What follows belongs to an exercise in optimizing a design on an open flow for small area; a production flow would make more cautious choices. No activity file was given, so power comes from the tool's default toggle rates.

==> flow/design.v <==
`timescale 1ns / 1ps
module counter10000_TOP (
    input        rst,
    input        clk,
    input        btn_D,
    input        btn_R,
    input        btn_L,
    input        rx,
    output       tx,
    output [3:0] fnd_com,
    output [7:0] fnd_data
);
    reg [5:0] bs;
    reg       btick;
    wire      bterm = bs[0] & ~bs[2] & bs[3] & ~bs[4] & ~bs[5];
    always @(posedge clk, posedge rst) begin
        if (rst)
            bs <= 6'd23;
        else
            bs <= {bs[4:2], bs[1] | bterm, bs[0], bs[0] ^ bs[5]};
    end
    always @(posedge clk) btick <= bterm;
    reg [6:0] ds;
    reg       dtick;
    wire      dterm = ds[0] & ds[1] & ~ds[2] & ds[3] & ds[6];
    always @(posedge clk, posedge rst) begin
        if (rst)
            ds <= 7'd18;
        else
            ds <= {ds[5:2], ds[1] & ~dterm, ds[0], ds[0] ^ ds[6]};
    end
    always @(posedge clk) dtick <= dterm;
    wire dpost = ~ds[0] & ~ds[1] & ds[2] & ~ds[4] & ds[5];
    reg       rx_act;
    reg       rx_done;
    reg [7:0] rx_c;
    reg [7:0] rx_sh;
    wire      rx_end = btick & rx_c[7] & rx_c[4] & (rx_c[2:0] == 3'd7);    
    always @(posedge clk, posedge rst) begin
        if (rst)
            rx_act <= 1'b0;
        else if (!rx_act)
            rx_act <= ~rx;
        else if (rx_end)
            rx_act <= 1'b0;
    end
    always @(posedge clk)
        rx_done <= rx_act & rx_end;
    always @(posedge clk) begin
        if (!rx_act)
            rx_c <= 8'd0;
        else if (btick)
            rx_c <= rx_c + 8'd1;
        if (rx_act && btick && rx_c[3:0] == 4'd7 && rx_c[7:4] != 4'd0 && rx_c[7:4] != 4'd9)
            rx_sh <= {rx, rx_sh[7:1]};
    end
    wire [7:0] rxf_head, txf_head;
    wire       rxf_empty, rxf_full, txf_empty, txf_full;
    reg        tx_busy;
    fifo U_RXF (
        .clk(clk), .rst(rst),
        .push(rx_done), .pop(~txf_full), .wdata(rx_sh),
        .empty(rxf_empty), .full(rxf_full), .rdata(rxf_head)
    );
    fifo U_TXF (
        .clk(clk), .rst(rst),
        .push(~rxf_empty), .pop(~tx_busy), .wdata(rxf_head),
        .empty(txf_empty), .full(txf_full), .rdata(txf_head)
    );
    reg       tx_act;
    reg       tx_reg;
    reg [7:0] tx_c;
    reg [7:0] tx_buf;        
    wire      tx_end = btick & tx_c[7] & tx_c[4] & (tx_c[3:0] == 4'd15);    
    assign tx = tx_reg;
    always @(posedge clk, posedge rst) begin
        if (rst) begin
            tx_act <= 1'b0;
            tx_reg <= 1'b1;
        end else if (!tx_act) begin
            tx_reg <= 1'b1;
            tx_act <= ~txf_empty;
        end else begin
            if (tx_c[7:4] == 4'd0)
                tx_reg <= 1'b0;
            else if (tx_c[7] & tx_c[4])
                tx_reg <= 1'b1;
            else
                tx_reg <= tx_buf[tx_c[6:4]];
            if (tx_end) tx_act <= 1'b0;
        end
    end
    always @(posedge clk) tx_busy <= tx_act;
    always @(posedge clk) begin
        if (!tx_act)
            tx_c <= 8'd0;
        else if (btick)
            tx_c <= tx_c + 8'd1;
        if (!tx_act && !txf_empty)
            tx_buf <= {txf_head[6:0], txf_head[7]};
    end
    reg cmd_run, cmd_clear, cmd_mode;
    always @(posedge clk) begin
        if (txf_empty) begin
            cmd_run   <= 1'b0;
            cmd_clear <= 1'b0;
            cmd_mode  <= 1'b0;
        end else begin
            if (txf_head == "r") cmd_run <= 1'b1;
            if (txf_head == "c") cmd_clear <= 1'b1;
            if (txf_head == "m") cmd_mode <= 1'b1;
        end
    end
    wire pR, pD, pL;
    btn_db DB_R (.clk(clk), .rst(rst), .en(dtick), .post(dpost), .i_btn(btn_R), .o_btn(pR));
    btn_db DB_D (.clk(clk), .rst(rst), .en(dtick), .post(dpost), .i_btn(btn_D), .o_btn(pD));
    btn_db DB_L (.clk(clk), .rst(rst), .en(dtick), .post(dpost), .i_btn(btn_L), .o_btn(pL));
    wire c_en  = pR | cmd_run;
    wire c_clr = pL | cmd_clear;
    wire c_md  = pD | cmd_mode;
    reg cu_cmd, run, mode, clear;
    always @(posedge clk, posedge rst) begin
        if (rst) begin
            cu_cmd <= 1'b0;
            run    <= 1'b0;
            mode   <= 1'b0;
            clear  <= 1'b0;
        end else if (cu_cmd) begin
            cu_cmd <= 1'b0;
            clear  <= 1'b0;
        end else begin
            cu_cmd <= c_en | c_clr | c_md;
            clear  <= c_clr;
            if (c_en) run  <= ~run;
            if (c_md) mode <= ~mode;
        end
    end
    reg [9:0] tcnt;
    reg       ctick;
    always @(posedge clk, posedge rst) begin
        if (rst) begin
            tcnt  <= 0;
            ctick <= 1'b0;
        end else if (clear) begin
            tcnt  <= 0;
            ctick <= 1'b0;
        end else if (run) begin
            ctick <= (tcnt == 10'd999);
            tcnt  <= (tcnt == 10'd999) ? 10'd0 : tcnt + 10'd1;
        end
    end
    wire [3:0] d0, d1, d2, d3;
    wire c0, c1, c2, c3;
    wire up = ~mode;
    bcd_digit D0 (.clk(clk), .rst(rst), .clr(clear), .t(ctick), .u(up), .q(d0), .term(c0));
    bcd_digit D1 (.clk(clk), .rst(rst), .clr(clear), .t(ctick & c0), .u(up), .q(d1), .term(c1));
    bcd_digit D2 (.clk(clk), .rst(rst), .clr(clear), .t(ctick & c0 & c1), .u(up), .q(d2), .term(c2));
    bcd_digit D3 (.clk(clk), .rst(rst), .clr(clear), .t(ctick & c0 & c1 & c2), .u(up), .q(d3), .term(c3));
    reg [1:0] sel;
    always @(posedge clk, posedge rst) begin
        if (rst) sel <= 2'd0;
        else if (dtick) sel <= sel + 2'd1;
    end
    assign fnd_com = ~(4'b0001 << sel);
    reg [3:0] dig;
    always @(*) begin
        case (sel)
            2'd0: dig = d0;
            2'd1: dig = d1;
            2'd2: dig = d2;
            default: dig = d3;
        endcase
    end
    wire A = dig[3], B = dig[2], C = dig[1], D = dig[0];
    wire sa = A | C | (B & D) | (~B & ~D);
    wire sb = ~B | (~C & ~D) | (C & D);
    wire sc = B | ~C | D;
    wire sd = A | (~B & ~D) | (~B & C) | (C & ~D) | (B & ~C & D);
    wire se = (~B & ~D) | (C & ~D);
    wire sf = A | (~C & ~D) | (B & ~C) | (B & ~D);
    wire sg = A | (~B & C) | (B & ~C) | (C & ~D);
    wire [6:0] seg = ~{sg, sf, se, sd, sc, sb, sa};
    assign fnd_data = {1'b1, seg};
endmodule
module btn_db (
    input  clk,
    input  rst,
    input  en,
    input  post,
    input  i_btn,
    output o_btn
);
    reg [2:0] st;
    wire [2:0] nx = {st[2] | (st[1] & st[0]), st[0] & (st[1] | ~st[2]), ~(st[1] & st[2])};
    always @(posedge clk, posedge rst) begin
        if (rst) st <= 3'd0;
        else if (en) st <= i_btn ? nx : 3'd0;
    end
    assign o_btn = post & st[2] & ~st[1] & ~st[0];
endmodule
module fifo (
    input            clk,
    input            rst,
    input            push,
    input            pop,
    input      [7:0] wdata,
    output           empty,
    output           full,
    output     [7:0] rdata
);
    reg [3:0] last;          
    reg [7:0] m0, m1, m2, m3, m4, m5, m6, m7;
    assign empty = last[3];
    assign full  = (last == 4'd7);
    wire do_push = push & ~full;
    wire do_pop  = pop & ~empty;
    reg [7:0] rd;
    always @(*) begin
        case (last[2:0])
            3'd0: rd = m0;
            3'd1: rd = m1;
            3'd2: rd = m2;
            3'd3: rd = m3;
            3'd4: rd = m4;
            3'd5: rd = m5;
            3'd6: rd = m6;
            default: rd = m7;
        endcase
    end
    assign rdata = rd;
    always @(posedge clk, posedge rst) begin
        if (rst)
            last <= 4'b1111;
        else if (do_push && !do_pop)
            last <= last + 4'd1;
        else if (do_pop && !do_push)
            last <= last - 4'd1;
    end
    always @(posedge clk) begin
        if (do_push) begin
            m0 <= wdata; m1 <= m0; m2 <= m1; m3 <= m2;
            m4 <= m3;    m5 <= m4; m6 <= m5; m7 <= m6;
        end
    end
endmodule
module bcd_digit (
    input            clk,
    input            rst,
    input            clr,
    input            t,
    input            u,
    output reg [3:0] q,
    output           term
);
    wire t1 = u ? (q[0] & ~q[3]) : (~q[0] & (q[1] | q[2] | q[3]));
    wire t2 = u ? (q[1] & q[0]) : (~q[1] & ~q[0] & (q[2] | q[3]));
    wire t3 = u ? (q[0] & (q[3] | (q[2] & q[1]))) : (~q[0] & ~q[1] & ~q[2]);
    assign term = u ? (q[3] & q[0]) : ~(q[3] | q[2] | q[1] | q[0]);
    always @(posedge clk, posedge rst) begin
        if (rst) q <= 4'd0;
        else q <= clr ? 4'd0 : q ^ ({t3, t2, t1, 1'b1} & {4{t}});
    end
endmodule
clock: 120.0 ns
lec_check: 0
cap_margin: 20
core_margin: 2
core_utilization: 70
place_density: 0.8
slew_margin: 20
standard.sh (not shown) runs the stock make flow with config.mk's settings and CLKGATE_MAP_FILE= SYNTH_SCRIPT=/design/flow/synth_recipe.tcl, a recipe that flattens the netlist after the stock synthesis.
==> flow/flow/run.sh <==
#!/bin/bash
# Standard synthesis, then an area-oriented re-mapping of the combinational
# logic (registers are kept exactly as the standard synthesis made them), then
# the standard layout steps with smaller port buffers and a clock tree
# without dummy loads.
set -euo pipefail
R=orfs/results/$FLOW_PLATFORM/counter10000_TOP/base
export BUFFER_PORTS_ARGS="-buffer_cell sky130_fd_sc_hd__buf_1"
export CTS_ARGS="$(cat flow/cts_args.txt)"

bash standard.sh synth > std_synth.log 2>&1
cp $R/1_2_yosys.v synth_standard.v

LIB=$FLOW_HOME/platforms/$FLOW_PLATFORM/lib/sky130_fd_sc_hd__tt_025C_1v80.lib
REOPT_LIB=$LIB REOPT_IN=synth_standard.v REOPT_OUT=synth_area.v REOPT_SCRIPT=flow/area.abc \
  yosys -c flow/reopt.tcl > reopt.log 2>&1
cp synth_area.v $R/1_2_yosys.v

bash standard.sh finish > std_finish.log 2>&1
==> flow/flow/area.abc <==
strash
&get -n
&deepsyn -T 60
&put
strash
dch -f
amap
mfs2
strash
dch -f
amap
==> flow/flow/cts_args.txt <==
-sink_clustering_enable -repair_clock_nets -dont_use_dummy_load -buf_list sky130_fd_sc_hd__clkbuf_4 -sink_clustering_size 11 -sink_clustering_max_diameter 45
==> flow/flow/reopt.tcl <==
yosys -import
if {[info exists ::env(REOPT_LIB)]} {set lib $::env(REOPT_LIB)} else {set lib /OpenROAD-flow-scripts/flow/platforms/sky130hd/lib/sky130_fd_sc_hd__tt_025C_1v80.lib}
set in $::env(REOPT_IN)
set out $::env(REOPT_OUT)
set script $::env(REOPT_SCRIPT)
set dont_use {}
set fh [open $lib r]
while {[gets $fh line] >= 0} {
  if {[regexp {^\s*cell\s*\(\s*"?([A-Za-z0-9_]+)"?\s*\)} $line -> c]} {
    if {[regexp {lpflow|probe} $c]} { lappend dont_use -dont_use $c }
  }
}
close $fh
read_liberty -ignore_miss_func $lib
read_verilog $in
hierarchy -top $::env(FLOW_TOP)
# sequential cells and tie cells are kept as they are
foreach m [split [string trim [tee -q -s result.string select -list-mod *]] "\n"] {
  if {[regexp {^\\?sky130_fd_sc_hd__(df|edf|sdf|dl|conb)} $m]} {
    setattr -mod -set blackbox 1 $m
  }
}
tee -o $out.before stat -liberty $lib
flatten
opt_clean -purge
abc -liberty $lib {*}$dont_use -script $script
opt_clean -purge
hilomap -singleton -hicell sky130_fd_sc_hd__conb_1 HI -locell sky130_fd_sc_hd__conb_1 LO
splitnets
opt_clean -purge
tee -o $out.after stat -liberty $lib
write_verilog -noattr -nohex -nodec $out
design -reset
read_liberty -lib $lib
read_verilog $out
hierarchy -top $::env(FLOW_TOP)
tee -o $out.check check -assert -mapped
Rerun with:
==> flow/flow/cts_args.txt (replaced) <==
-sink_clustering_enable -repair_clock_nets -dont_use_dummy_load -buf_list sky130_fd_sc_hd__clkbuf_4 -sink_clustering_size 10 -sink_clustering_max_diameter 50
Outcome: Via count grows by 0.40%. Hold slack barely changes. Total power barely changes. Final area is about the same. Register-to-register slack is worse by 40 ps. Global-route usage came out lower by 0.11 points. Sequential share of layout area barely changes. Worst setup slack is better by 14 ps. Routed wire length stays flat. Clock skew is lower by 8.0 ps. Sequential power barely changes.
Function was not checked in any run of this note: the RTL went through the layout flow alone.

==> afterwards: timing with drivers on the ports <==
The flow's constraints put no driver on any port. The routed layouts listed below were extracted and timed again, unchanged, in two steps.
Step 1 (the two cells are an assumption about what drives the block):
set clk [get_ports {clk}]
set_driving_cell -lib_cell sky130_fd_sc_hd__clkbuf_16 $clk
set_driving_cell -lib_cell sky130_fd_sc_hd__buf_2 [delete_from_list [all_inputs] $clk]
Step 2, shift: input delay + t, output delay - t, t = (earliest + latest rising clock arrival at the registers) / 2. This alone moves slack from input paths to output paths.
Three values: ideal, step 1, step 2; two values: the first two.
| run | t, ns | setup WS [ns] | latest minus earliest clock arrival (ns) | worst register clock-pin slew, ns | worst slew at a driven data input, ns |
|---|---|---|---|---|---|
| the first run | 0.659 | 93.151 / 93.113 / 93.773 | 0.105 / 0.105 | 0.12 / 0.12 | 0.05 |
| the second run | 0.653 | 93.165 / 93.128 / 93.781 | 0.093 / 0.092 | 0.12 / 0.12 | 0.05 |
After both steps every run listed still meets setup and hold.
